Source: an optimization exercise on an open RTL-to-GDS flow (aim: small area). Production flows keep margins and buffers that such runs may drop.
The RTL was checked by simulation tests, not by an equivalence proof against the original design.
The flow treats the clock pin as an ideal source, which a real chip does not have.
Power and IR drop assume default switching activity.

==> flow/design.v <==
module Regs(
    input        clk,
    input  [4:0] Rs1_addr,
    input  [4:0] Rs2_addr,
    input  [4:0] Wt_addr,
    input        RegWrite,
    input        Wt_bit,
    output       Rs1_bit,
    output       Rs2_bit
    );
    wire [31:0] q;
    assign q[0] = 1'b0;
    genvar i;
    generate
        for (i = 1; i < 32; i = i + 1) begin : r
            reg [31:0] x;
            always @(posedge clk)
                x <= {(RegWrite && Wt_addr == i) ? Wt_bit : x[0], x[31:1]};
            assign q[i] = x[0];
        end
    endgenerate
    assign Rs1_bit = q[Rs1_addr];
    assign Rs2_bit = q[Rs2_addr];
endmodule
`timescale 1ns / 1ps
module SCPU(
    input clk,
    input rst,
    input [31:0] inst_in,
    input [31:0] Data_in,
    output [3:0] RAM_mask,
    output [31:0] Data_out,
    output [31:0] Addr_out,
    output        MemWrite,
    output [31:0] PC_out
    );
reg  [4:0]  cnt;         
reg  [1:0]  ph;          
reg  [31:2] pc;
reg  [31:2] a;           
reg  [31:0] d;           
reg  [4:0]  t;           
reg         c;           
reg         ci;          
reg         f;           
wire init = ~ph[0] & ~ph[1];
wire p0   = ph[0];
wire p1   = ph[1];
wire c0   = (cnt == 5'd0);
wire c31  = (cnt == 5'd31);
wire [31:0] ins = inst_in;
wire [2:0]  f3  = ins[14:12];
wire o2 = ins[2], o3 = ins[3], o4 = ins[4], o5 = ins[5], o6 = ins[6];
wire isALU   = o4 & ~o2;             
wire isR     = isALU & o5;           
wire isU     = o4 & o2;              
wire isLUI   = isU & o5;
wire isAUIPC = isU & ~o5;
wire isJ     = ~o4 & o2;             
wire isJAL   = isJ & o3;
wire isBR    = o6 & ~o2;
wire isMEM   = ~o6 & ~o4;
wire isLOAD  = isMEM & ~o5;
wire isSTORE = isMEM & o5;
wire isShift = isALU & ~f3[1] & f3[0];
wire isSLL   = isShift & ~f3[2];
wire isSLT   = isALU & ~f3[2] & f3[1];
wire twoPh   = isBR | isMEM | isShift | isSLT;
wire rs1_bit, rs2_bit;
wire [31:0] pcf = {pc, 2'b00};
wire pc_bit = pcf[cnt];
wire [31:0] ins_hi = {ins[31:12], 12'b0};
wire hi_bit = ins_hi[cnt];                      
wire [15:0] ins_lo = {5'b0, ins[30:20]};
wire lo_bit = ins_lo[cnt[3:0]];                 
wire [7:0] ins_sb = {3'b0, ins[11:7]};
wire sb_bit = ins_sb[cnt[2:0]];                 
reg imm_bit;
always @(*) begin
    if (cnt >= 5'd12)
        imm_bit = (isU | (isJAL & ~cnt[4]) | (isJAL & (cnt[4:2] == 3'b100))) ? hi_bit : ins[31];
    else if (cnt == 5'd11)
        imm_bit = isU ? 1'b0 : isJAL ? ins[20] : isBR ? ins[7] : ins[31];
    else if (isU)
        imm_bit = 1'b0;
    else if ((cnt[4:2] == 3'b000 || cnt == 5'd4) && (isBR | isSTORE))
        imm_bit = (isBR && cnt == 5'd0) ? 1'b0 : sb_bit;
    else
        imm_bit = (isJAL && cnt == 5'd0) ? 1'b0 : lo_bit;
end
wire sub   = p0 & ((isR & ins[30] & (f3 == 3'b000)) | isSLT | isBR | isSLL);
wire op_a  = (p1 | isAUIPC | isJAL) ? pc_bit : ((isLUI | isShift) ? 1'b0 : rs1_bit);
wire op_b  = (p0 & (isR | isBR)) ? rs2_bit : imm_bit;
wire bx    = op_b ^ sub;
wire cin   = c0 ? sub : c;
wire sum   = op_a ^ bx ^ cin;
wire cout  = (op_a & bx) | (op_a & cin) | (bx & cin);
reg alu_out;
always @(*) begin
    if (isALU)
        case (f3)
            3'b100:  alu_out = op_a ^ op_b;
            3'b110:  alu_out = op_a | op_b;
            3'b111:  alu_out = op_a & op_b;
            default: alu_out = sum;
        endcase
    else
        alu_out = sum;
end
wire ci_eff = (cnt == 5'd2) | ci;
wire inc_bit = pc_bit ^ ci_eff;
wire lt   = (op_a ^ op_b) ? op_a : sum;
wire ltu  = ~cout;
wire eq   = ~(f | sum);
wire cond = isBR ? ((f3[2] ? (f3[1] ? ltu : lt) : eq) ^ f3[0])
                 : (f3[0] ? ltu : lt);
wire [4:0] tap = isLOAD ? {t[1:0], 3'b000} : t;
wire [5:0] cs  = {1'b0, cnt} + {1'b0, t};
wire sh_fill   = isSLL ? ~(cs[5] | (t == 5'd0)) : cs[5];
wire ld_valid  = f3[1] | (f3[0] ? ~cnt[4] : (cnt[4:3] == 2'b00));
wire fill      = isLOAD ? ~ld_valid : sh_fill;
wire sgn       = isLOAD ? ~f3[2] : ins[30];
wire [1:0] off = t[1:0];
wire ld_first  = Data_in[{off, 3'b000}];
wire main_bit  = (isLOAD & c0) ? ld_first : d[tap];
wire p1_bit    = isSLT ? (c0 & f) : (fill ? (c & sgn) : main_bit);
wire rd_bit = p1 ? p1_bit : (isJ ? inc_bit : alu_out);
wire wr_p0  = (isALU & ~isShift & ~isSLT) | isU | isJ;
wire wr_p1  = isLOAD | isShift | isSLT;
wire we     = (p0 & wr_p0) | (p1 & wr_p1);
Regs U_regs (
    .clk(clk),
    .Rs1_addr(ins[19:15]),
    .Rs2_addr(ins[24:20]),
    .Wt_addr(ins[11:7]),
    .RegWrite(we),
    .Wt_bit(rd_bit),
    .Rs1_bit(rs1_bit),
    .Rs2_bit(rs2_bit)
);
wire commit = init | (p0 & ~twoPh) | p1;
wire a_in   = init ? 1'b0
            : p0 ? ((isJ | isMEM) ? sum : inc_bit)
            : ((isBR & f) ? sum : inc_bit);
wire [31:2] a_next = {a_in, a[31:3]};
always @(posedge clk) begin
    a  <= a_next;
    ci <= c31 ? 1'b0 : (pc_bit & ci_eff);
    if (commit & c31)
        pc <= a_next;
    if (p0 & (cnt < 5'd5))
        t <= {sum, t[4:1]};
    c <= (p1 & (isLOAD | isShift)) ? rd_bit : cout;
    if (p0)
        f <= c31 ? cond : ((~c0 & f) | sum);
end
wire st_bit = (f3[1:0] == 2'b00 && cnt >= 5'd8)  ? d[24]
            : (f3[1:0] == 2'b01 && cnt >= 5'd16) ? d[16]
            : rs2_bit;
wire d_in   = p1 ? d[0] : (isSTORE ? st_bit : rs1_bit);
wire cap    = p1 & isLOAD & c0;
always @(posedge clk) begin
    if (cap)
        d <= {Data_in[0], Data_in[31:1]};
    else
        d <= {d_in, d[31:1]};
end
always @(posedge clk or posedge rst) begin
    if (rst) begin
        cnt <= 5'd0;
        ph  <= 2'b00;
    end else begin
        cnt <= cnt + 5'd1;
        if (c31)
            ph <= (p0 & twoPh) ? 2'b10 : 2'b01;
    end
end
assign PC_out   = {pc, 2'b00};
assign Addr_out = {a, 2'b00};
assign Data_out = d;
assign MemWrite = p1 & isSTORE & c0;
assign RAM_mask = f3[1] ? 4'b1111
                : f3[0] ? (off[1] ? 4'b1100 : 4'b0011)
                : (4'b0001 << off);
endmodule
==> flow/config.mk <==
export PLATFORM = sky130hd
export DESIGN_NAME = SCPU
export DESIGN_NICKNAME = SCPU
export VERILOG_FILES = /design/flow/design.v
export SDC_FILE = /design/flow/constraint.sdc
export NUM_CORES = 4
export LEC_CHECK = 0
export CAP_MARGIN = 20
export CORE_MARGIN = 2
export CORE_UTILIZATION = 60
export PLACE_DENSITY = 0.8
export SLEW_MARGIN = 20
==> flow/constraint.sdc <==
create_clock -name core_clock -period 15.0 [get_ports {clk}]
set_input_delay 3.0000 -clock core_clock [delete_from_list [all_inputs] [get_ports {clk}]]
set_output_delay 3.0000 -clock core_clock [all_outputs]
set_load 0.01 [all_outputs]
standard.sh (not shown) runs the stock make flow with config.mk's settings and CLKGATE_MAP_FILE= SYNTH_SCRIPT=/design/flow/synth_recipe.tcl, a recipe that flattens the netlist after the stock synthesis.
==> flow/flow/run.sh <==
#!/bin/bash
# Standard ORFS layout (bash standard.sh) with three changes:
#  - port buffers use the smallest buffer (buf_1) instead of clkdlybuf4s50_1;
#  - CTS uses clkbuf_8 leaf buffers with clusters of up to 18 registers and no dummy loads;
#  - after CTS, flow/post_cts.tcl downsizes lightly loaded clock buffers to clkbuf_4.
# Each tool's full output stays in orfs/logs; make's own output goes to make.log.
set -euo pipefail
export BUFFER_PORTS_ARGS="-buffer_cell sky130_fd_sc_hd__buf_1"
export CTS_ARGS="-sink_clustering_enable -repair_clock_nets -buf_list sky130_fd_sc_hd__clkbuf_8 -sink_clustering_size 18 -sink_clustering_max_diameter 60 -sink_buffer_max_cap_derate 1.0 -dont_use_dummy_load"
export POST_CTS_TCL="$PWD/flow/post_cts.tcl"
bash standard.sh > make.log 2>&1
==> flow/flow/post_cts.tcl <==
# Runs at the end of ORFS's CTS step (POST_CTS_TCL hook).
# Downsizes lightly loaded clock buffers to clkbuf_4: the upper tree levels,
# which drive only other clock buffers, and leaf buffers that drive at most
# 12 registers. The register clock-pin slew is reported before legalizing.
estimate_parasitics -placement
set n 0
foreach buf [get_cells clkbuf_*] {
  set out [get_pins -of_objects $buf -filter "direction==output"]
  set net [get_nets -of_objects $out]
  set nff 0
  set nbuf 0
  foreach p [get_pins -of_objects $net -filter "direction==input"] {
    if {[get_property $p name] eq "CLK"} {incr nff} else {incr nbuf}
  }
  if {$nff == 0 || ($nbuf == 0 && $nff <= 12)} {
    replace_cell $buf sky130_fd_sc_hd__clkbuf_4
    incr n
  }
}
puts "post_cts: downsized $n clock buffers to clkbuf_4"
estimate_parasitics -placement
set mx 0
foreach p [get_pins -hierarchical */CLK] {
  set s [get_property $p slew_max]
  if {$s > $mx} {set mx $s}
}
puts "post_cts: worst register clock-pin slew (placement estimate): $mx"
detailed_placement
check_placement -verbose
Next try:
==> flow/flow/run.sh (replaced) <==
#!/bin/bash
# Standard ORFS layout (bash standard.sh) with two changes:
#  - port buffers use the smallest buffer (buf_1) instead of clkdlybuf4s50_1;
#  - CTS uses clkbuf_8 leaf buffers with clusters of up to 18 registers and no dummy loads.
# Each tool's full output stays in orfs/logs; make's own output goes to make.log.
set -euo pipefail
export BUFFER_PORTS_ARGS="-buffer_cell sky130_fd_sc_hd__buf_1"
export CTS_ARGS="-sink_clustering_enable -repair_clock_nets -buf_list sky130_fd_sc_hd__clkbuf_8 -sink_clustering_size 18 -sink_clustering_max_diameter 60 -sink_buffer_max_cap_derate 1.0 -dont_use_dummy_load"
bash standard.sh > make.log 2>&1
removed: flow/flow/post_cts.tcl
=> The changed run finished clean; wire length is lower by 1.1%; utilization is higher by 0.16 points; global-route usage hardly moves; non-clock buffer count does not change; worst setup slack hardly moves; register-to-register slack is better by 0.06 ns; first-iteration DRC count is higher by 2.0%; synthesized cell count is unchanged; hold slack is better by 0.015 ns.
Next try:
SYNTH_HIERARCHICAL = 1   (was unset)
- count of clock-buffer cells in the layout rose by 2
- flip-flop and latch count stays the same
- routed wire length rose by 3.9%
- non-clock buffer count fell by 2
- total power rose by 1.5%
- synthesized area hardly moves
- fmax rose by about 2.5%
- utilization stays flat
- cell count rose by 0.43%
- final area is about the same
- global-route usage rose by 0.70 points

==> afterwards: timing with drivers on the ports <==
No port has a modelled driver above. Below, the same layouts with a new extraction and two added sets of constraints. Step 1 sets driving cells, clkbuf_16 on the clock port and buf_2 on the other inputs (assumed; they add their load-dependent delay and slew). Step 2 also shifts input and output timing later by t, the mid clock arrival at the registers, as if the neighbouring blocks saw the same clock. Slacks: ideal ports / drivers / drivers and shift; pairs: ideal ports / drivers.
run	t (ns)	slack for setup (ns)	worst setup path at the end	clock arrival spread, ns	worst slew at a driven data input, ns
the first run	0.828	7.669 / 7.645 / 7.561	input to register	0.071 / 0.071	0.09
the second run	0.665	7.671 / 7.647 / 7.596	input to register	0.064 / 0.063	0.09
the third run	0.672	7.851 / 7.822 / 7.336	input to register	0.100 / 0.100	0.06
After both steps every run listed still meets setup and hold. For the third run, which loses most, drivers alone change the setup slack by -0.029 ns; drivers and shift together by -0.515 ns.
